Context: an optimization exercise on an open-source flow, tuned for small area, a short achievable clock period and few clock cycles. The choices shown serve that exercise and are no tape-out recipe. Function was checked by simulation only, so behaviour that the tests miss may differ from the original. No activity file was given, so power comes from the tool's default toggle rates.

## design/flow/config.mk

```make
export PLATFORM = sky130hd
export DESIGN_NAME = miriscv_top
export DESIGN_NICKNAME = miriscv_top
export VERILOG_FILES = /design/flow/design.v
export SDC_FILE = /design/flow/constraint.sdc
export NUM_CORES = 4
export LEC_CHECK = 0
export CAP_MARGIN = 20
export CORE_MARGIN = 2
export CORE_UTILIZATION = 55
export CTS_BUF_LIST = sky130_fd_sc_hd__clkbuf_8
export SLEW_MARGIN = 20
```

## design/flow/constraint.sdc

```tcl
create_clock -name core_clock -period 12.5 [get_ports {clk_i}]
set_input_delay 2.5000 -clock core_clock [delete_from_list [all_inputs] [get_ports {clk_i}]]
set_output_delay 2.5000 -clock core_clock [all_outputs]
set_load 0.01 [all_outputs]
```

## design/flow/design.v

```verilog
module miriscv_mdu (
  input  logic        clk_i,
  input  logic        arstn_i,
  input  logic        start_i,
  input  logic [2:0]  op_i,      
  input  logic [31:0] a_i,
  input  logic [31:0] b_i,
  output logic        done_o,
  output logic [31:0] result_o
);
  localparam int W = 44;         
  typedef enum logic [2:0] {
    S_IDLE, S_MUL, S_DCHK, S_DIV, S_DONE
  } state_t;
  state_t       state;
  logic [4:0]   cnt;
  logic [2:0]   op;
  logic [32:0]  rb;            
  logic [31:0]  rq;            
  logic [W-1:0] rs;            
  logic [W-1:0] rc;            
  logic [1:0]   cin;           
  logic         lo_m1;         
  logic         hi_corr;       
  logic         neg_q, neg_r, bzero;
  logic a_signed, b_signed;
  assign a_signed = (op_i == 3'b001) | (op_i == 3'b010);       
  assign b_signed = (op_i == 3'b000) | (op_i == 3'b001);       
  logic div_signed;
  logic sa, sb;
  assign div_signed = ~op_i[0];                                
  assign sa = div_signed & a_i[31];
  assign sb = div_signed & b_i[31];
  logic [32:0]  mc;
  logic [31:0]  ml;
  logic         ml_m1;
  logic [W-1:0] as, ac;
  assign mc    = rb;
  assign ml    = rq;
  assign ml_m1 = lo_m1;
  assign as    = rs;
  assign ac    = rc;
  function automatic logic [W-1:0] booth_pp(input logic [2:0] bits, input logic [32:0] m);
    logic [W-1:0] mx;
    mx = {{(W-33){m[32]}}, m};
    case (bits)
      3'b001, 3'b010: booth_pp = mx;
      3'b011:         booth_pp = mx << 1;
      3'b100:         booth_pp = ~(mx << 1);
      3'b101, 3'b110: booth_pp = ~mx;
      default:        booth_pp = '0;
    endcase
  endfunction
  logic [2:0] bd0, bd1, bd2, bd3;
  logic       ng0, ng1, ng2, ng3;
  assign bd0 = {ml[1], ml[0], ml_m1};
  assign bd1 = {ml[3], ml[2], ml[1]};
  assign bd2 = {ml[5], ml[4], ml[3]};
  assign bd3 = {ml[7], ml[6], ml[5]};
  assign ng0 = bd0[2] & ~(bd0[1] & bd0[0]);
  assign ng1 = bd1[2] & ~(bd1[1] & bd1[0]);
  assign ng2 = bd2[2] & ~(bd2[1] & bd2[0]);
  assign ng3 = bd3[2] & ~(bd3[1] & bd3[0]);
  logic [W-1:0] x0, x1, x2, x3;
  assign x0 = booth_pp(bd0, mc);
  assign x1 = (booth_pp(bd1, mc) << 2) | {{(W-1){1'b0}}, ng0};
  assign x2 = (booth_pp(bd2, mc) << 4) | {{(W-3){1'b0}}, ng1, 2'b00};
  assign x3 = (booth_pp(bd3, mc) << 6) | {{(W-5){1'b0}}, ng2, 4'b0000};
  logic [W-1:0] s1, c1, s2, c2, s3, c3, s4, c4;
  assign s1 = as ^ ac ^ x0;
  assign c1 = {((as & ac) | (as & x0) | (ac & x0)), cin[0]};
  assign s2 = x1 ^ x2 ^ x3;
  assign c2 = {((x1 & x2) | (x1 & x3) | (x2 & x3)), cin[1]};
  assign s3 = s1 ^ c1 ^ s2;
  assign c3 = {((s1 & c1) | (s1 & s2) | (c1 & s2)), cin[1]};
  assign s4 = s3 ^ c3 ^ c2;
  assign c4 = {((s3 & c3) | (s3 & c2) | (c3 & c2)), 1'b0};
  logic [9:0] low;
  assign low = {2'b00, s4[7:0]} + {2'b00, c4[7:0]} + {3'b000, ng3, 6'd0};
  logic [32:0] rsh;
  logic [32:0] dif;
  assign rsh = {rs[31:0], rq[31]};
  assign dif = rsh - {1'b0, rb[31:0]};
  logic [31:0] a_abs, b_abs;
  assign a_abs = sa ? -a_i : a_i;
  assign b_abs = sb ? -b_i : b_i;
  always_ff @(posedge clk_i or negedge arstn_i) begin
    if (~arstn_i)
      state <= S_IDLE;
    else begin
      case (state)
        S_IDLE:  if (start_i) state <= op_i[2] ? S_DCHK : S_MUL;
        S_MUL:   if (cnt[1:0] == 2'd3) state <= S_DONE;
        S_DCHK:  if (bzero || (rq < rb[31:0])) state <= S_DONE; else state <= S_DIV;
        S_DIV:   if (cnt == 5'd31) state <= S_DONE;
        default: state <= S_IDLE;
      endcase
    end
  end
  always_ff @(posedge clk_i) begin
    case (state)
      S_MUL: begin
        rs    <= {{8{s4[W-1]}}, s4[W-1:8]};
        rc    <= {{8{c4[W-1]}}, c4[W-1:8]};
        cin   <= low[9:8];
        lo_m1 <= ml[7];
      end
      S_DCHK: begin
        rs    <= {{(W-32){1'b0}}, (bzero || (rq < rb[31:0])) ? rq : 32'd0};
        rc    <= '0;
        cin   <= 2'd0;
        lo_m1 <= 1'b0;
      end
      S_DIV: begin
        rs    <= {{(W-32){1'b0}}, dif[32] ? rsh[31:0] : dif[31:0]};
        rc    <= '0;
        cin   <= 2'd0;
        lo_m1 <= 1'b0;
      end
      default: begin
        rs    <= '0;
        rc    <= '0;
        cin   <= 2'd0;
        lo_m1 <= 1'b0;
      end
    endcase
  end
  always_ff @(posedge clk_i) begin
    case (state)
      S_IDLE: begin
        op      <= op_i;
        hi_corr <= ~b_signed & b_i[31];
        bzero   <= (b_i == 32'd0);
        neg_q   <= (sa ^ sb) & (b_i != 32'd0);
        neg_r   <= sa;
        cnt     <= 5'd0;
        if (op_i[2]) begin
          rb <= {1'b0, b_abs};
          rq <= a_abs;
        end else begin
          rb <= {a_signed & a_i[31], a_i};
          rq <= b_i;
        end
      end
      S_MUL: begin
        cnt <= cnt + 5'd1;
        rq  <= {low[7:0], ml[31:8]};
      end
      S_DCHK: begin
        if (bzero)
          rq <= '1;
        else if (rq < rb[31:0])
          rq <= '0;
      end
      S_DIV: begin
        cnt <= cnt + 5'd1;
        rq  <= {rq[30:0], ~dif[32]};
      end
      default: ;
    endcase
  end
  assign done_o = (state == S_DONE);
  logic [31:0] hc, hi_s, hi_c;
  assign hc   = hi_corr ? rb[31:0] : 32'd0;
  assign hi_s = rs[31:0] ^ rc[31:0] ^ hc;
  assign hi_c = {((rs[30:0] & rc[30:0]) | (rs[30:0] & hc[30:0]) |
                  (rc[30:0] & hc[30:0])), 1'b0};
  logic        is_rem, neg;
  logic [31:0] dval;
  logic [31:0] add_x, add_y;
  logic [1:0]  add_ci;
  assign is_rem = op[1];
  assign neg    = is_rem ? neg_r : neg_q;
  assign dval   = is_rem ? rs[31:0] : rq;
  assign add_x  = op[2] ? (dval ^ {32{neg}}) : hi_s;
  assign add_y  = op[2] ? 32'd0 : hi_c;
  assign add_ci = op[2] ? {1'b0, neg} : cin;
  logic [31:0] sum;
  assign sum = add_x + add_y + {30'd0, add_ci};
  assign result_o = (op == 3'b000) ? rq : sum;
endmodule
module miriscv_core (
  input  logic        clk_i,
  input  logic        arstn_i,
  input  logic [31:0] boot_addr_i,
  input  logic        instr_rvalid_i,
  input  logic [31:0] instr_rdata_i,
  output logic        instr_req_o,
  output logic [31:0] instr_addr_o,
  input  logic        data_rvalid_i,
  input  logic [31:0] data_rdata_i,
  output logic        data_req_o,
  output logic        data_we_o,
  output logic [3:0]  data_be_o,
  output logic [31:0] data_addr_o,
  output logic [31:0] data_wdata_o
);
  localparam logic [6:0] OPC_LUI    = 7'b0110111;
  localparam logic [6:0] OPC_AUIPC  = 7'b0010111;
  localparam logic [6:0] OPC_JAL    = 7'b1101111;
  localparam logic [6:0] OPC_JALR   = 7'b1100111;
  localparam logic [6:0] OPC_BRANCH = 7'b1100011;
  localparam logic [6:0] OPC_LOAD   = 7'b0000011;
  localparam logic [6:0] OPC_STORE  = 7'b0100011;
  localparam logic [6:0] OPC_OPIMM  = 7'b0010011;
  localparam logic [6:0] OPC_OP     = 7'b0110011;
  logic        kill;           
  logic [31:2] kill_pc;        
  logic        e_stall;        
  logic        d_hold;         
  logic        w_wen;
  logic [4:0]  w_rd;
  logic [31:0] w_data;         
  logic        boot_q;
  logic        req_q;
  logic        infl_q;         
  logic [31:2] pc_f;
  logic [31:2] pc_seq;
  always_ff @(posedge clk_i or negedge arstn_i) begin
    if (~arstn_i) begin
      boot_q <= 1'b1;
      req_q  <= 1'b0;
      infl_q <= 1'b0;
    end else begin
      boot_q <= 1'b0;
      req_q  <= 1'b1;
      infl_q <= ~boot_q & ~kill & ~d_hold;
    end
  end
  always_comb begin
    if (boot_q)
      pc_seq = boot_addr_i[31:2];
    else if (d_hold)
      pc_seq = pc_f;
    else
      pc_seq = pc_f + 30'd1;
  end
  always_ff @(posedge clk_i) begin
    pc_f <= kill ? kill_pc : pc_seq;
  end
  assign instr_req_o  = req_q;
  assign instr_addr_o = {pc_f, 2'b00};
  logic [31:0] ir_q;
  logic        ir_v;
  always_ff @(posedge clk_i or negedge arstn_i) begin
    if (~arstn_i)
      ir_v <= 1'b0;
    else
      ir_v <= d_hold & ~kill;
  end
  always_ff @(posedge clk_i) begin
    if (~ir_v)
      ir_q <= instr_rdata_i;
  end
  logic [31:0] instr;
  logic        d_valid;
  logic [31:2] pc_d;
  assign instr   = ir_v ? ir_q : instr_rdata_i;
  assign d_valid = ir_v | infl_q;
  assign pc_d    = pc_f - 30'd1;
  logic [6:0] opc;
  logic [4:0] rs1, rs2, rd;
  logic [2:0] f3;
  assign opc = instr[6:0];
  assign rd  = instr[11:7];
  assign f3  = instr[14:12];
  assign rs1 = instr[19:15];
  assign rs2 = instr[24:20];
  logic is_lui, is_auipc, is_jal, is_jalr, is_br, is_ld, is_st, is_opimm, is_op, is_md;
  assign is_lui   = (opc == OPC_LUI);
  assign is_auipc = (opc == OPC_AUIPC);
  assign is_jal   = (opc == OPC_JAL);
  assign is_jalr  = (opc == OPC_JALR);
  assign is_br    = (opc == OPC_BRANCH);
  assign is_ld    = (opc == OPC_LOAD);
  assign is_st    = (opc == OPC_STORE);
  assign is_opimm = (opc == OPC_OPIMM);
  assign is_op    = (opc == OPC_OP) & ~instr[25];
  assign is_md    = (opc == OPC_OP) &  instr[25];
  logic use_rs1, use_rs2, d_wen, b_is_rs2;
  assign use_rs1  = is_jalr | is_br | is_ld | is_st | is_opimm | is_op | is_md;
  assign use_rs2  = is_br | is_st | is_op | is_md;
  assign b_is_rs2 = is_br | is_op | is_md;
  assign d_wen    = (is_lui | is_auipc | is_jal | is_jalr | is_ld | is_opimm | is_op | is_md)
                  & (rd != 5'd0);
  logic [31:0] imm;
  always_comb begin
    if (is_st)
      imm = {{20{instr[31]}}, instr[31:25], instr[11:7]};
    else if (is_br)
      imm = {{19{instr[31]}}, instr[31], instr[7], instr[30:25], instr[11:8], 1'b0};
    else if (is_lui | is_auipc)
      imm = {instr[31:12], 12'd0};
    else if (is_jal)
      imm = {{11{instr[31]}}, instr[31], instr[19:12], instr[20], instr[30:21], 1'b0};
    else
      imm = {{20{instr[31]}}, instr[31:20]};
  end
  logic [31:0][31:0] rf;
  logic [31:0]       rf_v;
  assign rf[0]   = 32'd0;
  assign rf_v[0] = 1'b0;
  for (genvar i = 1; i < 32; i++) begin : g_rf
    always_ff @(posedge clk_i or negedge arstn_i) begin
      if (~arstn_i)
        rf_v[i] <= 1'b0;
      else if (w_wen && (w_rd == i))
        rf_v[i] <= 1'b1;
    end
    always_ff @(posedge clk_i) begin
      if (w_wen && (w_rd == i))
        rf[i] <= w_data;
    end
  end
  logic [31:0] sel1, sel2;
  logic [31:0] rs1_rf, rs2_rf;
  always_comb begin
    rs1_rf = '0;
    rs2_rf = '0;
    for (int i = 0; i < 32; i++) begin
      sel1[i] = (rs1 == i) & rf_v[i];
      sel2[i] = (rs2 == i) & rf_v[i];
      rs1_rf  = rs1_rf | (rf[i] & {32{sel1[i]}});
      rs2_rf  = rs2_rf | (rf[i] & {32{sel2[i]}});
    end
  end
  logic [31:0] rs1_val, rs2_val;
  assign rs1_val = (w_wen && (w_rd == rs1)) ? w_data : rs1_rf;
  assign rs2_val = (w_wen && (w_rd == rs2)) ? w_data : rs2_rf;
  logic        e_valid, e_wen, e_ld;
  logic [4:0]  e_rd;
  logic        m_valid, m_wen, m_ld;
  logic [4:0]  m_rd;
  logic hz_rs1, hz_rs2, load_hazard;
  assign hz_rs1 = use_rs1 & ((e_valid & e_ld & e_wen & (e_rd == rs1)) |
                             (m_valid & m_ld & m_wen & (m_rd == rs1)));
  assign hz_rs2 = use_rs2 & ((e_valid & e_ld & e_wen & (e_rd == rs2)) |
                             (m_valid & m_ld & m_wen & (m_rd == rs2)));
  assign load_hazard = hz_rs1 | hz_rs2;
  assign d_hold = d_valid & (load_hazard | e_stall);
  logic a_m, a_w, r2_m, r2_w;
  assign a_m  = use_rs1 & e_valid & e_wen & (e_rd == rs1);
  assign a_w  = use_rs1 & m_valid & m_wen & (m_rd == rs1);
  assign r2_m = use_rs2 & e_valid & e_wen & (e_rd == rs2);
  assign r2_w = use_rs2 & m_valid & m_wen & (m_rd == rs2);
  logic d_alu;
  assign d_alu = is_opimm | is_op;
  logic [9:0] d_rsel;
  assign d_rsel[0] = ~(d_alu & (f3 != 3'b000)) & ~is_jal & ~is_jalr & ~is_md;  
  assign d_rsel[1] = d_alu & (f3 == 3'b001);                                   
  assign d_rsel[2] = d_alu & (f3 == 3'b010);                                   
  assign d_rsel[3] = d_alu & (f3 == 3'b011);                                   
  assign d_rsel[4] = d_alu & (f3 == 3'b100);                                   
  assign d_rsel[5] = d_alu & (f3 == 3'b101);                                   
  assign d_rsel[6] = d_alu & (f3 == 3'b110);                                   
  assign d_rsel[7] = d_alu & (f3 == 3'b111);                                   
  assign d_rsel[8] = is_jal | is_jalr;                                         
  assign d_rsel[9] = is_md;                                                    
  logic d_sub;
  assign d_sub = (d_alu & ((f3 == 3'b010) | (f3 == 3'b011))) |
                 (is_op & instr[30] & (f3 == 3'b000));
  logic [5:0] d_bsel;
  assign d_bsel[0] = is_br & (f3 == 3'b000);   
  assign d_bsel[1] = is_br & (f3 == 3'b001);   
  assign d_bsel[2] = is_br & (f3 == 3'b100);   
  assign d_bsel[3] = is_br & (f3 == 3'b101);   
  assign d_bsel[4] = is_br & (f3 == 3'b110);   
  assign d_bsel[5] = is_br & (f3 == 3'b111);   
  logic        e_jal, e_jalr, e_st, e_md;
  logic [2:0]  e_f3;
  logic [9:0]  e_rsel;
  logic [5:0]  e_bsel;
  logic        e_sub, e_sra;
  logic [31:0] e_a, e_b, e_c;
  logic [31:2] e_pc;
  logic        e_a_m, e_a_w, e_b_m, e_b_w, e_c_m, e_c_w;
  always_ff @(posedge clk_i or negedge arstn_i) begin
    if (~arstn_i)
      e_valid <= 1'b0;
    else if (~e_stall)
      e_valid <= d_valid & ~d_hold & ~kill;
  end
  always_ff @(posedge clk_i) begin
    if (~e_stall) begin
      e_wen  <= d_wen;
      e_rd   <= rd;
      e_ld   <= is_ld;
      e_st   <= is_st;
      e_jal  <= is_jal;
      e_jalr <= is_jalr;
      e_md   <= is_md;
      e_f3   <= f3;
      e_rsel <= d_rsel;
      e_bsel <= d_bsel;
      e_sub  <= d_sub;
      e_sra  <= instr[30];
    end
  end
  always_ff @(posedge clk_i) begin
    e_a    <= is_auipc ? {pc_d, 2'b00} : (is_lui ? 32'd0 : rs1_val);
    e_b    <= b_is_rs2 ? rs2_val : imm;
    e_c    <= is_st ? rs2_val : imm;
    e_pc   <= pc_d;
    e_a_m  <= a_m;
    e_a_w  <= a_w & ~a_m;
    e_b_m  <= r2_m & b_is_rs2;
    e_b_w  <= r2_w & ~r2_m & b_is_rs2;
    e_c_m  <= r2_m & is_st;
    e_c_w  <= r2_w & ~r2_m & is_st;
  end
  logic [31:0] m_res;    
  logic [31:0] w_res;    
  logic [31:0] opa, opb, opc_v;
  assign opa   = e_a_m ? m_res : (e_a_w ? w_res : e_a);
  assign opb   = e_b_m ? m_res : (e_b_w ? w_res : e_b);
  assign opc_v = e_c_m ? m_res : (e_c_w ? w_res : e_c);
  logic [32:0] sum33;
  logic [31:0] sum;
  assign sum33 = {1'b0, opa} + {1'b0, opb ^ {32{e_sub}}} + {32'd0, e_sub};
  assign sum   = sum33[31:0];
  logic slt, sltu;
  assign sltu = ~sum33[32];
  assign slt  = (opa[31] ^ opb[31]) ? opa[31] : sum[31];
  logic [4:0]  shamt;
  logic [31:0] shl, shr;
  logic [32:0] shr33;
  assign shamt = opb[4:0];
  assign shl   = opa << shamt;
  assign shr33 = $signed({e_sra & opa[31], opa}) >>> shamt;
  assign shr   = shr33[31:0];
  logic        eq, lo_lt, lt, ltu;
  assign eq    = (opa == opb);
  assign lo_lt = (opa[30:0] < opb[30:0]);
  assign lt    = (opa[31] ^ opb[31]) ? opa[31] : lo_lt;
  assign ltu   = (opa[31] ^ opb[31]) ? opb[31] : lo_lt;
  logic br_taken;
  assign br_taken = (e_bsel[0] & eq) | (e_bsel[1] & ~eq) | (e_bsel[2] & lt) |
                    (e_bsel[3] & ~lt) | (e_bsel[4] & ltu) | (e_bsel[5] & ~ltu);
  logic [31:2] tgt, link;
  assign tgt  = e_pc + e_c[31:2];
  assign link = e_pc + 30'd1;
  assign kill    = e_valid & (e_jal | e_jalr | br_taken);
  assign kill_pc = e_jalr ? sum[31:2] : tgt;
  logic        md_done;
  logic [31:0] md_res;
  miriscv_mdu i_mdu (
    .clk_i    ( clk_i           ),
    .arstn_i  ( arstn_i         ),
    .start_i  ( e_valid & e_md  ),
    .op_i     ( e_f3            ),
    .a_i      ( opa             ),
    .b_i      ( opb             ),
    .done_o   ( md_done         ),
    .result_o ( md_res          )
  );
  assign e_stall = e_valid & e_md & ~md_done;
  logic [31:0] e_res;
  assign e_res = ({32{e_rsel[0]}} & sum)
               | ({32{e_rsel[1]}} & shl)
               | ({32{e_rsel[2]}} & {31'd0, slt})
               | ({32{e_rsel[3]}} & {31'd0, sltu})
               | ({32{e_rsel[4]}} & (opa ^ opb))
               | ({32{e_rsel[5]}} & shr)
               | ({32{e_rsel[6]}} & (opa | opb))
               | ({32{e_rsel[7]}} & (opa & opb))
               | ({32{e_rsel[8]}} & {link, 2'b00})
               | ({32{e_rsel[9]}} & md_res);
  logic [31:0] st_data;
  logic [3:0]  st_be;
  always_comb begin
    case (e_f3[1:0])
      2'b00: begin
        st_data = {4{opc_v[7:0]}};
        st_be   = 4'b0001 << sum[1:0];
      end
      2'b01: begin
        st_data = {2{opc_v[15:0]}};
        st_be   = sum[1] ? 4'b1100 : 4'b0011;
      end
      default: begin
        st_data = opc_v;
        st_be   = 4'b1111;
      end
    endcase
  end
  logic        m_req, m_we;
  logic [3:0]  m_be;
  logic [31:0] m_wdata;
  logic [2:0]  m_f3;
  always_ff @(posedge clk_i or negedge arstn_i) begin
    if (~arstn_i) begin
      m_valid <= 1'b0;
      m_req   <= 1'b0;
      m_wen   <= 1'b0;
    end else begin
      m_valid <= e_valid & ~e_stall;
      m_req   <= e_valid & ~e_stall & (e_ld | e_st);
      m_wen   <= e_valid & ~e_stall & e_wen;
    end
  end
  always_ff @(posedge clk_i) begin
    m_res   <= e_res;
    m_rd    <= e_rd;
    m_ld    <= e_ld;
    m_we    <= e_st;
    m_be    <= st_be;
    m_wdata <= st_data;
    m_f3    <= e_f3;
  end
  assign data_req_o   = m_req;
  assign data_we_o    = m_we;
  assign data_be_o    = m_be;
  assign data_addr_o  = m_res;
  assign data_wdata_o = m_wdata;
  logic        w_ld;
  logic [2:0]  w_f3;
  always_ff @(posedge clk_i or negedge arstn_i) begin
    if (~arstn_i)
      w_wen <= 1'b0;
    else
      w_wen <= m_wen;
  end
  always_ff @(posedge clk_i) begin
    w_res <= m_res;
    w_rd  <= m_rd;
    w_ld  <= m_ld;
    w_f3  <= m_f3;
  end
  logic [31:0] ld_sh;
  logic [31:0] ld_val;
  assign ld_sh = data_rdata_i >> {w_res[1:0], 3'b000};
  always_comb begin
    case (w_f3)
      3'b000:  ld_val = {{24{ld_sh[7]}}, ld_sh[7:0]};
      3'b001:  ld_val = {{16{ld_sh[15]}}, ld_sh[15:0]};
      3'b100:  ld_val = {24'd0, ld_sh[7:0]};
      3'b101:  ld_val = {16'd0, ld_sh[15:0]};
      default: ld_val = data_rdata_i;
    endcase
  end
  assign w_data = w_ld ? ld_val : w_res;
endmodule
module miriscv_top (
  input  logic        clk_i,
  input  logic        arstn_i,
  input  logic [31:0] boot_addr_i,
  input  logic        instr_rvalid_i,
  input  logic [31:0] instr_rdata_i,
  output logic        instr_req_o,
  output logic [31:0] instr_addr_o,
  input  logic        data_rvalid_i,
  input  logic [31:0] data_rdata_i,
  output logic        data_req_o,
  output logic        data_we_o,
  output logic [3:0]  data_be_o,
  output logic [31:0] data_addr_o,
  output logic [31:0] data_wdata_o
);
  miriscv_core i_core (
    .clk_i          ( clk_i          ),
    .arstn_i        ( arstn_i        ),
    .boot_addr_i    ( boot_addr_i    ),
    .instr_rvalid_i ( instr_rvalid_i ),
    .instr_rdata_i  ( instr_rdata_i  ),
    .instr_req_o    ( instr_req_o    ),
    .instr_addr_o   ( instr_addr_o   ),
    .data_rvalid_i  ( data_rvalid_i  ),
    .data_rdata_i   ( data_rdata_i   ),
    .data_req_o     ( data_req_o     ),
    .data_we_o      ( data_we_o      ),
    .data_be_o      ( data_be_o      ),
    .data_addr_o    ( data_addr_o    ),
    .data_wdata_o   ( data_wdata_o   )
  );
endmodule
```

## design/flow/flow/run.sh

```bash
#!/bin/bash
# Standard ORFS layout, with repair_timing aiming for a larger setup slack
# than the flow's default, so that gates on the critical paths get sized up.
set -euo pipefail
bash standard.sh SETUP_SLACK_MARGIN=7.5 finish > standard_flow.log 2>&1
```

## design/flow/standard.sh

```bash
#!/bin/bash
# synth_recipe.tcl (not shown) runs the flow's synth.tcl, then flattens the netlist and writes it again
# the make line also repeats each setting of config.mk as NAME=value (left out here)
make -C /OpenROAD-flow-scripts/flow DESIGN_CONFIG=/design/flow/config.mk WORK_HOME=/design/flow/orfs CLKGATE_MAP_FILE= SYNTH_SCRIPT=/design/flow/synth_recipe.tcl "${@:-finish}"
```

==> results of run 1 <==
-- what timing repair did --
item,4_1_cts,5_1_grt
gates resized for setup,229,207
pin swaps,27,55
endpoints found under the setup margin,295,208
buffers inserted,51,64
gates cloned,11,12
-- worst max-delay path by stage --
stage                  startpoint                  end  cells past startpoint
2_1_floorplan   instr_rdata_i[19]      i_core.pc_f[10]                      9
3_3_place_gp    instr_rdata_i[24]        i_core.e_c[5]                     13
3_5_place_dp    instr_rdata_i[24]        i_core.e_b[1]                     13
4_1_cts         instr_rdata_i[15]        i_core.e_a[2]                     11
5_1_grt        i_core.i_mdu.rq[3]  i_core.i_mdu.rq[30]                     20
6_report         i_core.w_res[10]       i_core.pc_f[3]                     15
-- layer usage --
| layer | GRT usage | up-vias | part of all wire | routed length, um |
|---|---|---|---|---|
| met5 | 0 | - | 0.00054 | 240 |
| met4 | 0.4220 | 30 | 0.11 | 47930 |
| met3 | 0.2249 | 2695 | 0.16 | 72410 |
| met2 | 0.7295 | 8288 | 0.40 | 178200 |
| met1 | 0.6147 | 39564 | 0.33 | 144500 |
| li1 | - | 32385 | - | - |
-- worst max-delay path: cells and delay by family (launching register included) --
family                     cells  cell delay [ns]
DFF                            1             0.66
and+or+nand+nor                3             1.05
buffers and inverters          3             0.63
adders and majority gates      1             0.36
AOI/OAI and AO/OA              7             1.96
muxes                          1             0.30
-- logic make-up (layout without fill, tap and decap cells) --
| logic type | Yosys count | count (layout) |
|---|---|---|
| AO/OA/AOI/OAI | 2647 | 2648 |
| XOR/XNOR | 475 | 475 |
| adder cells (fa/ha/maj) | 488 | 488 |
| buffers and inverters | 931 | 1278 |
| flip-flops | 1526 | 1526 |
| multiplexers | 375 | 375 |
| other | 2 | 23 |
| AND/OR/NAND/NOR | 1936 | 1944 |
-- cells in the final DEF (no fill, tap or decap), types with 44 or more instances in the layout --
master and n:
sky130_fd_sc_hd__o211ai_1 65, sky130_fd_sc_hd__o21ai_0 432, sky130_fd_sc_hd__inv_1 301, sky130_fd_sc_hd__clkbuf_8 304
sky130_fd_sc_hd__fa_1 180, sky130_fd_sc_hd__nand2_1 479, sky130_fd_sc_hd__xnor2_1 234, sky130_fd_sc_hd__a221oi_1 241
sky130_fd_sc_hd__xor2_1 227, sky130_fd_sc_hd__a22o_1 217, sky130_fd_sc_hd__a21o_1 61, sky130_fd_sc_hd__buf_6 54
sky130_fd_sc_hd__a222oi_1 89, sky130_fd_sc_hd__clkinv_1 44, sky130_fd_sc_hd__mux2i_1 305, sky130_fd_sc_hd__dfxtp_1 343
sky130_fd_sc_hd__nor3_1 67, sky130_fd_sc_hd__and2_1 53, sky130_fd_sc_hd__nand4_1 150, sky130_fd_sc_hd__buf_4 258
sky130_fd_sc_hd__a211oi_1 53, sky130_fd_sc_hd__edfxtp_1 1130, sky130_fd_sc_hd__and3_1 69, sky130_fd_sc_hd__a221o_1 48
sky130_fd_sc_hd__clkdlybuf4s50_1 195, sky130_fd_sc_hd__nor2_1 471, sky130_fd_sc_hd__nor2b_1 59, sky130_fd_sc_hd__ha_1 303
sky130_fd_sc_hd__o21a_1 48, sky130_fd_sc_hd__a21oi_1 463, sky130_fd_sc_hd__nand3_1 240, sky130_fd_sc_hd__a22oi_1 577
-- through the flow --
stage / total power, W / setup slack (ns) / area, um^2 / instances
final: 0.02261 / 7.206 / 102000 / 10917
after global placement: 0.01629 / 5.749 / 93390 / 10287
after floorplan: 0.01290 / 7.508 / 89250 / 8382
after global routing: 0.02373 / 7.310 / 101900 / 10900
after CTS: 0.02190 / 7.399 / 100300 / 10822
after detailed placement: 0.01652 / 5.806 / 93400 / 10288
-- cell type report --
type	instances	area, um^2	share of cell area
Timing Repair inverter	1	5.005	0.00004909
Multi-Input combinational cell	5934	45370	0.4450
Tap cell	2160	2703	0.02651
Sequential cell	1526	42090	0.4129
Clock buffer	303	4170	0.04090
Antenna cell	19	47.55	0.0004663
Clock inverter	169	1079	0.01058
Inverter	245	929.6	0.009118
Timing Repair Buffer	560	5554	0.05448
-- flip-flops by register name, indices dropped and copies added, names as in the netlist, 6 cells and up --
register and cells:
i_core.ir_q 32, i_core.i_mdu.rs 33, i_core.e_b 32, i_core.e_pc 30
i_core.m_wdata 32, i_core.w_res 32, i_core.i_mdu.rq 32, i_core.m_res 32
i_core.e_rsel 10, i_core.rf 992, i_core.e_c 32, i_core.e_a 32
i_core.e_bsel 6, i_core.rf_v 31, i_core.i_mdu.rb 33, i_core.i_mdu.rc 34
i_core.pc_f 30
-- cell usage after synthesis, drive strengths merged, types with 36 or more instances --
master | count | share of area
xor2 | 235 | 0.023
a222oi | 89 | 0.010
dfrtp | 42 | 0.012
a221oi | 248 | 0.024
nand3 | 244 | 0.014
a21o | 61 | 0.0051
dfxtp | 353 | 0.079
a21oi | 495 | 0.028
xnor2 | 240 | 0.024
nor2 | 527 | 0.022
inv | 238 | 0.010
o22ai | 45 | 0.0032
nand4 | 150 | 0.011
clkbuf | 495 | 0.021
a22oi | 577 | 0.049
nor3 | 86 | 0.0050
nor2b | 59 | 0.0041
ha | 305 | 0.043
a221o | 48 | 0.0054
nand2 | 487 | 0.021
o221ai | 36 | 0.0035
buf | 191 | 0.010
o21ai | 481 | 0.027
or2 | 40 | 0.0028
mux2i | 323 | 0.037
a22o | 217 | 0.021
and3 | 133 | 0.0093
edfxtp | 1130 | 0.38
and2 | 56 | 0.0039
nand2b | 36 | 0.0025
o21a | 66 | 0.0056
o211ai | 65 | 0.0055
mux2 | 51 | 0.0065
fa | 183 | 0.041
a211oi | 58 | 0.0049
-- power by group through the flow --
stage / Sequential, W / Clock (W) / Combinational [W]
finish: 0.00666 / 0.00474 / 0.0112
global placement: 0.00676 / 0 / 0.00953
global route: 0.00666 / 0.00492 / 0.0121
floorplan: 0.00621 / 0 / 0.00669
detailed placement: 0.00677 / 0 / 0.00975
CTS: 0.00663 / 0.00469 / 0.0106
==> metrics.md, run 1 <==
| Metric | Value |
|---|---|
| Result of the run | complete, no violations |
| Clk slew on worst S/H paths | approximately 0.060 ns |
| Yosys reg bits | approximately 1500 |
| # Max-Cap Violations | 0 |
| Overall global routing resource usage | 0.5189 |
| Final core area utilization | 0.6342 |
| Netlist area before placement | slightly below 90000 um^2 |
| FF-to-FF path depth | 15 |
| Compound-cell area share of the yosys netlist | 0.2068 |
| Critical-path top delay cell | sky130_fd_sc_hd__dfxtp_1 |
| Clock network latency to the later pin of the worst-skew pair | 1.07 ns |
| Worst reg2reg endpoint | i_core.pc_f[3] |
| Internal power of the cells | ~0.013 W |
| Yosys warning total | 2 |
| Combinational share of power | 0.496 |
| Synthesized-area fraction occupied by xor and xnor cells | 0.04672 |
| Worst EP arrival | ~6 ns |
| Maximum level of the CTS H-tree | 5 |
| Max Transition Viols Final | 0 |
| Largest family of logic cells by synthesized area | compound AO/OA/AOI/OAI gates |
| Final ANT Viol Nets | 0 |
| Remaining max-slew budget at the tightest pin | 0.2362 |
| Hold Path End | i_core.w_f3[0] |
| Leakage power of the design | around 38 nW |
| Die boundary height | 406.7 um |
| Crit path time final | between 5 and 6 ns |
| P&R area growth vs syn | 14.29% |
| Detailed placer's ending HPWL | approximately 280000 um |
| Site Rows | 147 |
| Switching power of the nets | 0.009649 W |
| Quantity of hold-fixing buffers added after cts | 0 |
| Share of cell area taken by muxes after synthesis | 0.04355 |
| Number of vias in the routed layout | 82962 |
| Mean post-synth cell area | 10.65 um^2 |
| Skew final | between 0.1 and 0.15 ns |
| Grt ovf | 0 |
| Pin count of the biggest net entering global routing | 104 |
| Maximum number of buffers from clock root to sink | 4 |
| Die span in x | 406.7 um |
| Library cells used by synthesis | between 100 and 150 |
| Max VDD drop | 0.8954 mV |
| Proportion of synthesized flip-flops having asynchronous set or reset | 0.02818 |
| Switching Fraction | 0.4268 |
| Primary FF master, synth | sky130_fd_sc_hd__edfxtp_1 |
| Routability cong. | 1.080 |
| Wirelength per Cell | between 40 and 50 um |
| Number of top-level pins | ~200 |
| Maximum cell stage delay along the critical path | around 0.66 ns |
| Largest driver fanout on the critical path | 17 |
| Final clock period utilization by the worst path | 0.4235 |
| Fin. Hold Viols | 0 |
| Hold Path Depth | 0 |
| Simple-gate area share of the yosys netlist | 0.1057 |
| Worst R2R Setup Slack | 7.21 ns |
| CTS sink count | between 1500 and 2000 |
| Sum Neg Setup Slack | 0 ns |
| Setup-failing EPs final | 0 |
| Crit path cell chain | mux2i_1, o21ai_1, buf_4, inv_1, ha_1, nor4_2, nand2_1, a2111oi_2, a221oi_1, a21oi_2, a311oi_4, o21a_1, o31ai_4, clkbuf_16, or3b_2 |
| Critical path data required time | 13.22 ns |
| RSZ-0062 raised after global routing | yes |
| Via density per instance | between 7 and 8 |
| Reg-to-reg startpoint | i_core.w_res[10] |
| Number of antenna violations at the first check in global routing | 29 |
| Hold path start | i_core.m_f3[0] |
| Sequential-to-total area share from yosys stat | 0.4717 |
| Worst Setup End Kind | flip-flop |
| Overall die area | 165400 um^2 |
| Nature of the critical path startpoint | flip-flop |
| Post-synthesis adder-cell area fraction | 0.08385 |
| Post-synth EDFFs | 1130 |
| TritonCTS clock tree | done |
| Critical path class | reg -> reg |
| Buffers on Ports | around 200 |
| Via count of the first global-routing pass | 76404 |
| Effective utilization at floorplan | 0.5549 |
| Timing-limited maximum frequency | between 150 and 200 MHz |
| Number of buffers added by the clock tree synthesis step | 277 |
| Sequential share of power | 0.294 |
| Transition time of the tightest slew-check pin | 1.146 ns |
| Drt total wl | 443300 um |
| Wire length of the first global-routing pass | 596600 um |
| Final net count | 9133 |
| Hold Crit Class | reg -> reg |
| Initial drt markers | approximately 16000 |
| Buffer cell driving the clock tree root | sky130_fd_sc_hd__clkbuf_8 |
| Cell count after synthesis | about 8400 |
| Number of inserted filler cells in the final layout | 12970 |
| # DRC | 0 |
| Clock Power Share | 0.210 |
| Floorplan core area | 160800 um^2 |
| Ratio of total power to cell area | approximately 220 nW/um^2 |
| Share of post-route cells with drive strength above 1 | 0.1376 |
| Tightest hold margin | 0.3289 ns |
| Detailed-routing iteration count for the pre-antenna-repair pass | 14 |
Testbench counts, summed over its fixed seeds: cycles 139,333.
==> inputs of run 2 (changes only) <==
--- a/design/flow/design.v
+++ b/design/flow/design.v
@@ -6,4 +6,6 @@
   input  logic [31:0] a_i,
   input  logic [31:0] b_i,
+  output logic        idle_o,
+  output logic        inject_o,
   output logic        done_o,
   output logic [31:0] result_o
@@ -11,5 +13,5 @@
   localparam int W = 44;         
   typedef enum logic [2:0] {
-    S_IDLE, S_MUL, S_DCHK, S_DIV, S_DONE
+    S_IDLE, S_MUL, S_DCHK, S_DIV, S_WAIT, S_DONE
   } state_t;
   state_t       state;
@@ -92,5 +94,6 @@
         S_IDLE:  if (start_i) state <= op_i[2] ? S_DCHK : S_MUL;
         S_MUL:   if (cnt[1:0] == 2'd3) state <= S_DONE;
-        S_DCHK:  if (bzero || (rq < rb[31:0])) state <= S_DONE; else state <= S_DIV;
+        S_DCHK:  if (bzero || (rq < rb[31:0])) state <= S_WAIT; else state <= S_DIV;
+        S_WAIT:  state <= S_DONE;
         S_DIV:   if (cnt == 5'd31) state <= S_DONE;
         default: state <= S_IDLE;
@@ -106,6 +109,6 @@
         lo_m1 <= ml[7];
       end
-      S_DCHK: begin
-        rs    <= {{(W-32){1'b0}}, (bzero || (rq < rb[31:0])) ? rq : 32'd0};
+      S_WAIT: begin
+        rs    <= {{(W-32){1'b0}}, rq};
         rc    <= '0;
         cin   <= 2'd0;
@@ -147,9 +150,6 @@
         rq  <= {low[7:0], ml[31:8]};
       end
-      S_DCHK: begin
-        if (bzero)
-          rq <= '1;
-        else if (rq < rb[31:0])
-          rq <= '0;
+      S_WAIT: begin
+        rq <= bzero ? '1 : '0;
       end
       S_DIV: begin
@@ -160,5 +160,9 @@
     endcase
   end
-  assign done_o = (state == S_DONE);
+  assign idle_o   = (state == S_IDLE);
+  assign inject_o = ((state == S_MUL) & (cnt[1:0] == 2'd3)) |
+                    ((state == S_DIV) & (cnt == 5'd31)) |
+                    (state == S_WAIT);
+  assign done_o   = (state == S_DONE);
   logic [31:0] hc, hi_s, hi_c;
   assign hc   = hi_corr ? rb[31:0] : 32'd0;
@@ -207,5 +211,5 @@
   logic        kill;           
   logic [31:2] kill_pc;        
-  logic        e_stall;        
+  logic        md_inject;      
   logic        d_hold;         
   logic        w_wen;
@@ -338,5 +342,17 @@
                              (m_valid & m_ld & m_wen & (m_rd == rs2)));
   assign load_hazard = hz_rs1 | hz_rs2;
-  assign d_hold = d_valid & (load_hazard | e_stall);
+  logic        md_idle, md_flight, md_wen_q;
+  logic [4:0]  md_rd_q;
+  logic        md_fwen;
+  logic [4:0]  md_frd;
+  logic        md_hazard;
+  assign md_flight = (~md_idle & ~md_inject & ~md_res_ok) | (e_valid & e_md);
+  assign md_fwen   = md_idle ? e_wen : md_wen_q;
+  assign md_frd    = md_idle ? e_rd  : md_rd_q;
+  assign md_hazard = (md_flight & md_fwen &
+                       ((use_rs1 & (rs1 == md_frd)) | (use_rs2 & (rs2 == md_frd)) |
+                        (d_wen & (rd == md_frd)))) |
+                     (is_md & (~md_idle | (e_valid & e_md)));
+  assign d_hold = d_valid & (load_hazard | md_hazard | md_inject);
   logic a_m, a_w, r2_m, r2_w;
   assign a_m  = use_rs1 & e_valid & e_wen & (e_rd == rs1);
@@ -378,9 +394,21 @@
     if (~arstn_i)
       e_valid <= 1'b0;
-    else if (~e_stall)
+    else if (md_inject)
+      e_valid <= md_wen_q;
+    else
       e_valid <= d_valid & ~d_hold & ~kill;
   end
   always_ff @(posedge clk_i) begin
-    if (~e_stall) begin
+    if (md_inject) begin
+      e_wen  <= md_wen_q;
+      e_rd   <= md_rd_q;
+      e_ld   <= 1'b0;
+      e_st   <= 1'b0;
+      e_jal  <= 1'b0;
+      e_jalr <= 1'b0;
+      e_md   <= 1'b0;
+      e_rsel <= 10'b10_0000_0000;
+      e_bsel <= 6'd0;
+    end else begin
       e_wen  <= d_wen;
       e_rd   <= rd;
@@ -390,10 +418,10 @@
       e_jalr <= is_jalr;
       e_md   <= is_md;
-      e_f3   <= f3;
       e_rsel <= d_rsel;
       e_bsel <= d_bsel;
-      e_sub  <= d_sub;
-      e_sra  <= instr[30];
     end
+    e_f3  <= f3;
+    e_sub <= d_sub;
+    e_sra <= instr[30];
   end
   always_ff @(posedge clk_i) begin
@@ -442,5 +470,5 @@
   assign kill    = e_valid & (e_jal | e_jalr | br_taken);
   assign kill_pc = e_jalr ? sum[31:2] : tgt;
-  logic        md_done;
+  logic        md_res_ok;
   logic [31:0] md_res;
   miriscv_mdu i_mdu (
@@ -451,8 +479,15 @@
     .a_i      ( opa             ),
     .b_i      ( opb             ),
-    .done_o   ( md_done         ),
+    .idle_o   ( md_idle         ),
+    .inject_o ( md_inject       ),
+    .done_o   ( md_res_ok       ),
     .result_o ( md_res          )
   );
-  assign e_stall = e_valid & e_md & ~md_done;
+  always_ff @(posedge clk_i) begin
+    if (md_idle) begin
+      md_wen_q <= e_wen;
+      md_rd_q  <= e_rd;
+    end
+  end
   logic [31:0] e_res;
   assign e_res = ({32{e_rsel[0]}} & sum)
@@ -494,7 +529,7 @@
       m_wen   <= 1'b0;
     end else begin
-      m_valid <= e_valid & ~e_stall;
-      m_req   <= e_valid & ~e_stall & (e_ld | e_st);
-      m_wen   <= e_valid & ~e_stall & e_wen;
+      m_valid <= e_valid & ~e_md;
+      m_req   <= e_valid & (e_ld | e_st);
+      m_wen   <= e_valid & ~e_md & e_wen;
     end
   end
==> metrics.md, run 2 <==
| Metric | Value |
|---|---|
| Worst R2R Setup Slack | 7.46 ns |
| Netlist area before placement | 90140 um^2 |
| Reg-to-reg startpoint | i_core.e_a_w |
| Drt total wl | 441800 um |
| Site Rows | between 100 and 150 |
| Wirelength per Cell | between 40 and 50 um |
| Sequential-to-total area share from yosys stat | 0.4640 |
| Fin. Hold Viols | 0 |
| Yosys reg bits | 1529 |
| Number of vias in the routed layout | 83298 |
| Routability cong. | 1.112 |
| Area of the multi-input gates | 45860 um^2 |
| Clock Power Share | 0.216 |
| Top flop regs | i_core.rf (992), i_core.i_mdu.rc (34) |
| Largest reg by FF count | i_core.rf |
| Post-synth top area share | 0.3661 |
| Leakage power of the design | between 30 and 40 nW |
| Number of buffers added by the clock tree synthesis step | 277 |
| Max Transition Viols Final | 0 |
| Maximum cell stage delay along the critical path | 0.48 ns |
| Commonest non-fill, non-tap cell in the layout | sky130_fd_sc_hd__edfxtp_1 |
| Overall die area | 167100 um^2 |
| Nature of the critical path startpoint | input port |
| Detailed-routing iteration count for the pre-antenna-repair pass | 15 |
| Critical path class | in -> reg |
| Largest driver fanout on the critical path | 22 |
| Combinational share of power | 0.471 |
| Sum Neg Setup Slack | 0 ns |
| Clk slew on worst S/H paths | 0.06 ns |
| Detailed placer's ending HPWL | 282700 um |
| Overall global routing resource usage | 0.5122 |
| Wire length of the first global-routing pass | 601300 um |
| Post-synth EDFFs | approximately 1100 |
| Number of top-level pins | 203 |
| Transition time of the tightest slew-check pin | 1.309 ns |
| Switching power of the nets | ~0.0091 W |
| Number of antenna violations at the first check in global routing | 30 |
| Placed cell areas | approximately 95000 um^2 |
| Remaining max-slew budget at the tightest pin | 0.1243 |
| Crit path time final | 5.159 ns |
| Highest-count cells in the layout ignoring fill and taps | sky130_fd_sc_hd__edfxtp_1, sky130_fd_sc_hd__nor2_1, sky130_fd_sc_hd__nand2_1 |
| Via count of the first global-routing pass | 76992 |
| Hold Path End | i_core.w_f3[2] |
| Critical-path top delay cell | sky130_fd_sc_hd__clkdlybuf4s50_1 |
| Ratio of total power to cell area | 212.4 nW/um^2 |
| Worst Setup End Kind | flip-flop |
| Grt ovf | 0 |
| Crit path cell chain | clkdlybuf4s50_1, or3_1, a21oi_1, and3_2, buf_6, buf_4, a22o_1, a221oi_1, nand4_1, nor3_1, mux2i_2, nand2_1, o21ai_0 |
| Maximum number of buffers from clock root to sink | 4 |
| Clock network latency to the later pin of the worst-skew pair | 1.10 ns |
| P&R area growth vs syn | 13.24% |
| # DRC | 0 |
| Summed area of non-filler cells in the final layout | roughly 100000 um^2 |
| Cell accounting for the most synthesized area | sky130_fd_sc_hd__edfxtp_1 |
| Quantity of hold-fixing buffers added after cts | 0 |
| Timing-limited maximum frequency | 193.8 MHz |
| Initial drt markers | 16330 |
| Cell types with the largest area share after synthesis | sky130_fd_sc_hd__edfxtp_1, sky130_fd_sc_hd__dfxtp_1, sky130_fd_sc_hd__ha_1, sky130_fd_sc_hd__fa_1, sky130_fd_sc_hd__mux2i_1 |
| Pin count of the biggest net entering global routing | 105 |
| Sequential share of power | 0.314 |
| Setup-failing EPs final | 0 |
| FF-to-FF path depth | 16 |
| Internal power of the cells | 0.01261 W |
| Skew final | 0.1180 ns |
| Floorplan core area | 162800 um^2 |
| Mean post-synth cell area | around 11 um^2 |
| Max FFs per register | about 990 |
| Die span in x | approximately 400 um |
| Proportion of synthesized flip-flops having asynchronous set or reset | 0.02812 |
| Buffer cell driving the clock tree root | sky130_fd_sc_hd__clkbuf_8 |
| RSZ-0062 raised after global routing | yes |
| Final ANT Viol Nets | 0 |
| Crit path max-delay family | buffers and inverters |
| Area of all sequential standard cells | 41850 um^2 |
| Library cells used by synthesis | 118 |
| Switching Fraction | 0.4182 |
| Number of inserted filler cells in the final layout | 13130 |
| Effective utilization at floorplan | 0.5538 |
| Worst reg2reg endpoint | i_core.pc_f[31] |
| Worst EP arrival | 6.13 ns |
| Cell count after synthesis | 8494 |
| Sum of buffers and inverters on the critical path | 3 |
| CTS sink count | 1529 |
| Cell types with the highest counts after synthesis | sky130_fd_sc_hd__edfxtp_1, sky130_fd_sc_hd__nor2_1, sky130_fd_sc_hd__nand2_1 |
| Buffers on Ports | 196 |
| Hold Crit Class | reg -> reg |
| Max VDD drop | about 0.25 mV |
| Cell with the most instances after synthesis | sky130_fd_sc_hd__edfxtp_1 |
| Yosys warning total | 2 |
| Hold path start | i_core.m_f3[2] |
| Die boundary height | 408.8 um |
| # Max-Cap Violations | 0 |
| Via density per instance | 7.542 |
| Final net count | 9245 |
| Final clock period utilization by the worst path | 0.4127 |
| Maximum level of the CTS H-tree | 5 |
| Result of the run | complete, no violations |
| Share of post-route cells with drive strength above 1 | 0.1314 |
| Hold Path Depth | 0 |
| Critical path data required time | 13.47 ns |
| TritonCTS clock tree | done |
| Primary FF master, synth | sky130_fd_sc_hd__edfxtp_1 |
-- run 2: cell types whose count changed after synthesis, moves of 56 or more --
| cell | change |
|---|---|
| sky130_fd_sc_hd__a22o_1 | +59 |
| sky130_fd_sc_hd__nand3_1 | -56 |
| sky130_fd_sc_hd__a22oi_1 | -156 |
| sky130_fd_sc_hd__a21oi_1 | -56 |
| sky130_fd_sc_hd__clkbuf_1 | -66 |
| sky130_fd_sc_hd__a221oi_1 | +74 |
| sky130_fd_sc_hd__buf_2 | +60 |
| sky130_fd_sc_hd__nor2_1 | +88 |
-- run 2: power groups by stage --
| stage | sequential [W] | clock, W | combinational [W] |
|---|---|---|---|
| finish | 0.00680 | 0.00467 | 0.0102 |
| global route | 0.00680 | 0.00485 | 0.0109 |
| CTS | 0.00678 | 0.00462 | 0.00968 |
| detailed placement | 0.00692 | 0 | 0.00919 |
| floorplan | 0.00641 | 0 | 0.00627 |
| global placement | 0.00691 | 0 | 0.00912 |
-- run 2: stage by stage --
stage	std cells	utilization	hold WS, ns	power [W]	worst slack (ns)
2_1_floorplan	8496	-	0.3096	0.01268	7.242
3_3_place_gp	10452	0.5807	0.3107	0.01603	5.552
3_5_place_dp	10455	0.5809	0.3143	0.01610	5.548
4_1_cts	10963	0.6201	0.3280	0.02108	7.427
5_1_grt	11023	0.6268	0.3351	0.02259	7.412
6_report	11045	0.6271	0.3287	0.02168	7.341
-- run 2: logic make-up (layout without fill, tap and decap cells) --
logic type,count (synthesis),in the layout,share of synthesized area
AOI/OAI and AO/OA,2584,2584,0.2060
xor gates and xnor gates,478,478,0.04645
adders and majority gates,488,488,0.08298
buffers and inverters,943,1290,0.04343
DFF,1529,1529,0.4640
muxes,405,405,0.04663
other,2,29,0.00008332
and+or+nand+nor,2065,2067,0.1104
-- run 2: what timing repair did --
action	4_1_cts	5_1_grt
pin swaps	6	19
cloned	10	3
resized for setup	178	137
setup buffers	31	53
setup endpoints to repair	220	375
-- run 2: cell type report --
class                   count  area share
inverters                 256    0.009598
well taps                2175     0.02666
clock buffers             299     0.04032
clock inverters           168     0.01010
repair buffers            564     0.05322
flip-flops and latches   1529      0.4100
diodes                     25   0.0006129
multi-input cells        6026      0.4493
repair inverters            3   0.0001716
-- run 2: worst max path at each step --
stage | start | to | depth (start not counted)
floorplan | instr_rdata_i[15] | i_core.pc_f[10] | 8
global placement | instr_rdata_i[17] | i_core.e_a[21] | 10
detailed placement | instr_rdata_i[23] | i_core.e_c[1] | 12
CTS | instr_rdata_i[24] | i_core.e_c[30] | 14
global route | instr_rdata_i[22] | i_core.e_c[10] | 12
finish | instr_rdata_i[22] | i_core.e_c[29] | 13
-- run 2: layer usage --
layer / GRT usage / share of wire
met5: 0.008908 / 0.00036
met4: 0.3806 / 0.099
met3: 0.2254 / 0.17
met2: 0.7170 / 0.40
met1: 0.6204 / 0.33
-- run 2: worst register-to-register path: stages (launching register included) --
cell                       delay (ns)
sky130_fd_sc_hd__dfxtp_2         0.33
sky130_fd_sc_hd__buf_8           0.33
sky130_fd_sc_hd__mux2i_1         0.50
sky130_fd_sc_hd__o21ai_1         0.13
sky130_fd_sc_hd__buf_4           0.27
sky130_fd_sc_hd__inv_1           0.29
sky130_fd_sc_hd__ha_1            0.34
sky130_fd_sc_hd__nor2_1          0.11
sky130_fd_sc_hd__nand3_1         0.16
sky130_fd_sc_hd__nor3_2          0.23
sky130_fd_sc_hd__nand3_2         0.25
sky130_fd_sc_hd__nor3_4          0.39
sky130_fd_sc_hd__mux2_2          0.40
sky130_fd_sc_hd__o31ai_4         0.31
sky130_fd_sc_hd__buf_12          0.29
sky130_fd_sc_hd__nand3b_1        0.19
sky130_fd_sc_hd__buf_6           0.22
Testbench counts of run 2, summed over its fixed seeds: cycles 129,705.
==> inputs of run 3 (changes only) <==
--- a/design/flow/config.mk
+++ b/design/flow/config.mk
@@ -6,7 +6,7 @@
 export NUM_CORES = 4
 export LEC_CHECK = 0
-export CAP_MARGIN = 20
+export CAP_MARGIN = 35
 export CORE_MARGIN = 2
 export CORE_UTILIZATION = 55
 export CTS_BUF_LIST = sky130_fd_sc_hd__clkbuf_8
-export SLEW_MARGIN = 20
+export SLEW_MARGIN = 25
==> metrics.md, run 3 <==
| Metric | Value |
|---|---|
| Hold Crit Class | reg -> reg |
| Wire length of the first global-routing pass | 601900 um |
| Cell with the most instances after synthesis | sky130_fd_sc_hd__edfxtp_1 |
| Result of the run | complete, no violations |
| Ratio of total power to cell area | 209.9 nW/um^2 |
| Setup-failing EPs final | 0 |
| Critical path class | in -> reg |
| Share of post-route cells with drive strength above 1 | 0.1361 |
| Number of vias in the routed layout | approximately 83000 |
| Cell types with the highest counts after synthesis | sky130_fd_sc_hd__edfxtp_1, sky130_fd_sc_hd__nor2_1, sky130_fd_sc_hd__nand2_1 |
| Pin count of the biggest net entering global routing | 105 |
| Largest reg by FF count | i_core.rf |
| Skew final | approximately 0.11 ns |
| RSZ-0062 raised after global routing | yes |
| Cell types with the largest area share after synthesis | sky130_fd_sc_hd__edfxtp_1, sky130_fd_sc_hd__dfxtp_1, sky130_fd_sc_hd__ha_1, sky130_fd_sc_hd__fa_1, sky130_fd_sc_hd__mux2i_1 |
| Post-synth top area share | 0.3661 |
| # Max-Cap Violations | 0 |
| Proportion of synthesized flip-flops having asynchronous set or reset | 0.02812 |
| Nature of the critical path startpoint | input port |
| Sequential-to-total area share from yosys stat | 0.4640 |
| Initial drt markers | 15759 |
| Routability cong. | roughly 1.1 |
| Post-synth EDFFs | 1099 |
| Largest driver fanout on the critical path | 32 |
| Worst Setup End Kind | flip-flop |
| Final ANT Viol Nets | 0 |
| Transition time of the tightest slew-check pin | about 1.1 ns |
| Floorplan core area | 162800 um^2 |
| Amount of wire on met3 after detailed routing | about 74000 um |
| Site Rows | 148 |
| TritonCTS clock tree | done |
| Via count of the first global-routing pass | 77396 |
| Leakage power of the design | 38.85 nW |
| Number of inserted filler cells in the final layout | 13037 |
| Timing-limited maximum frequency | 192.0 MHz |
| Routed metal-1 wirelength | roughly 150000 um |
| Maximum level of the CTS H-tree | 5 |
| Area of the multi-input gates | about 46000 um^2 |
| Cell accounting for the most synthesized area | sky130_fd_sc_hd__edfxtp_1 |
| Netlist area before placement | 90140 um^2 |
| Clock network latency to the later pin of the worst-skew pair | 1.06 ns |
| Die span in x | between 400 and 500 um |
| Remaining max-slew budget at the tightest pin | 0.2665 |
| Number of buffers added by the clock tree synthesis step | 278 |
| Die boundary height | approximately 410 um |
| Maximum number of buffers from clock root to sink | 4 |
| Number of top-level pins | 203 |
| Detailed placer's ending HPWL | 284200 um |
| Yosys reg bits | 1529 |
| CTS sink count | 1529 |
| Fin. Hold Viols | 0 |
| Commonest non-fill, non-tap cell in the layout | sky130_fd_sc_hd__edfxtp_1 |
| Final net count | 9305 |
| Critical path data required time | 13.43 ns |
| Buffers on Ports | 196 |
| Yosys warning total | 2 |
| Primary FF master, synth | sky130_fd_sc_hd__edfxtp_1 |
| Via density per instance | 7.510 |
| Max FFs per register | 992 |
| Grt ovf | 0 |
| Top routing layer in use | met5 |
| Top flop regs | i_core.rf (992), i_core.i_mdu.rc (34) |
| Worst EP arrival | 6.13 ns |
| Cell count after synthesis | 8494 |
| Mean post-synth cell area | 10.61 um^2 |
| Highest-count cells in the layout ignoring fill and taps | sky130_fd_sc_hd__edfxtp_1, sky130_fd_sc_hd__nor2_1, sky130_fd_sc_hd__nand2_1 |
| Detailed-routing iteration count for the pre-antenna-repair pass | 12 |
| Library cells used by synthesis | 118 |
| Final clock period utilization by the worst path | 0.4166 |
| # DRC | 0 |
| Sum Neg Setup Slack | 0 ns |
| Met2 WL | approximately 180000 um |
| Wirelength per Cell | 39.96 um |
| Buffer cell driving the clock tree root | sky130_fd_sc_hd__clkbuf_8 |
| Overall global routing resource usage | 0.5126 |
| Max Transition Viols Final | 0 |
| Crit path time final | 5.207 ns |
| P&R area growth vs syn | 13.80% |
| Area of all sequential standard cells | 41850 um^2 |
| Clk slew on worst S/H paths | 0.06 ns |
| Quantity of hold-fixing buffers added after cts | 0 |
| Effective utilization at floorplan | 0.5538 |
| Worst R2R Setup Slack | 7.49 ns |
| Overall die area | 167100 um^2 |
| Drt total wl | approximately 440000 um |
| Max VDD drop | 0.2665 mV |
| Number of antenna violations at the first check in global routing | 28 |
| Tightest hold margin | 0.3171 ns |
[run 3: cell counts after synthesis]
Identical to the previous run, type by type.
[run 3: per-layer routing]
metal	up-vias	GRT usage
met5	-	0.001437
li1	32815	-
met1	39545	0.6173
met4	16	0.3892
met3	2539	0.2273
met2	8343	0.7174
[run 3: area by class of cell]
class / count / area share
multi-input cells: 6027 / 0.4471
flip-flops and latches: 1529 / 0.4080
repair buffers: 620 / 0.06087
clock buffers: 288 / 0.03864
well taps: 2175 / 0.02653
inverters: 256 / 0.009673
clock inverters: 167 / 0.008417
diodes: 19 / 0.0004635
repair inverters: 5 / 0.0003415
[run 3: final timing paths]
kind                               startpoint  depth (start not counted)                    end
setup / recovery            instr_rdata_i[21]                         12         i_core.e_b[20]
hold / removal                 i_core.m_f3[2]                          0         i_core.w_f3[2]
setup reg to reg           i_core.i_mdu.rq[2]                         17    i_core.i_mdu.rq[31]
hold reg to reg                i_core.m_f3[2]                          0         i_core.w_f3[2]
max in group asynchronous             arstn_i                          2  i_core.i_mdu.state[1]
min in group asynchronous             arstn_i                          2         i_core.e_valid
[run 3: stage by stage]
step	total power (W)	util	worst slack, ns	instance area, um^2	instances
2_1_floorplan	0.01268	-	7.242	90170	8496
3_3_place_gp	0.01603	0.5807	5.552	94520	10452
3_5_place_dp	0.01615	0.5833	5.652	94950	10489
4_1_cts	0.02084	0.6210	7.413	101100	10989
5_1_grt	0.02244	0.6299	7.347	102500	11068
6_report	0.02154	0.6302	7.293	102600	11086
[run 3: worst max-delay path, stage by stage]
cell and delay [ns]:
sky130_fd_sc_hd__clkdlybuf4s50_1 0.61, sky130_fd_sc_hd__nand2_1 0.11, sky130_fd_sc_hd__o21ai_2 0.48, sky130_fd_sc_hd__and4_4 0.30, sky130_fd_sc_hd__buf_4 0.80, sky130_fd_sc_hd__a22o_1 0.27
sky130_fd_sc_hd__a221oi_1 0.05, sky130_fd_sc_hd__nand3_1 0.13, sky130_fd_sc_hd__nor3_2 0.09, sky130_fd_sc_hd__mux2i_2 0.53, sky130_fd_sc_hd__nand2_1 0.10, sky130_fd_sc_hd__o21ai_0 0.09
[run 3: what timing repair did]
item                       in CTS  in global routing
setup buffers                  36                 50
pin swaps                      13                 21
gates cloned                    9                  7
gates resized for setup       190                138
setup endpoints to repair     254                298
[run 3: logic make-up after synthesis]
group / after synthesis / synth area share
other: 2 / 0.00008332
buffers and inverters: 943 / 0.04343
xor gates and xnor gates: 478 / 0.04645
muxes: 405 / 0.04663
AOI/OAI and AO/OA: 2584 / 0.2060
adders and majority gates: 488 / 0.08298
DFF: 1529 / 0.4640
and+or+nand+nor: 2065 / 0.1104
[run 3: power by group]
group	switching, W	total, W	internal, W
Clock	0.00218	0.00443	0.00225
Sequential	0.000738	0.00680	0.00606
Combinational	0.00616	0.0103	0.00414

[what the ideal ports hide]
No port has a modelled driver above. Below, the same layouts with a new extraction and two added sets of constraints.
Step 1, drivers: a clkbuf_16 drives clk_i and a buf_2 each remaining input, both assumed.
Step 2 moves the port delays by t, midway between the first and last clock arrival at a register: inputs arrive t later, outputs are due t later. That takes back most of the time a late clock gives input paths.
a / b / c = no drivers / after step 1 / after step 2; a / b = the first two.
| run | t, ns | setup slack, ns | hold WS [ns] | clock arrival spread, ns | worst slew at a driven data input, ns |
|---|---|---|---|---|---|
| run 1 | 1.107 | 7.206 / 7.206 / 6.320 | 0.329 / 0.329 / 0.329 | 0.124 / 0.124 | 0.06 |
| run 2 | 1.115 | 7.341 / 7.387 / 6.275 | 0.329 / 0.329 / 0.329 | 0.123 / 0.124 | 0.07 |
| run 3 | 1.093 | 7.293 / 7.358 / 6.265 | 0.317 / 0.317 / 0.317 | 0.108 / 0.108 | 0.06 |
After both steps every run listed still meets setup and hold. The setup slack of run 2, which loses most, moves by +0.046 ns with the drivers and by -1.066 ns with both steps.
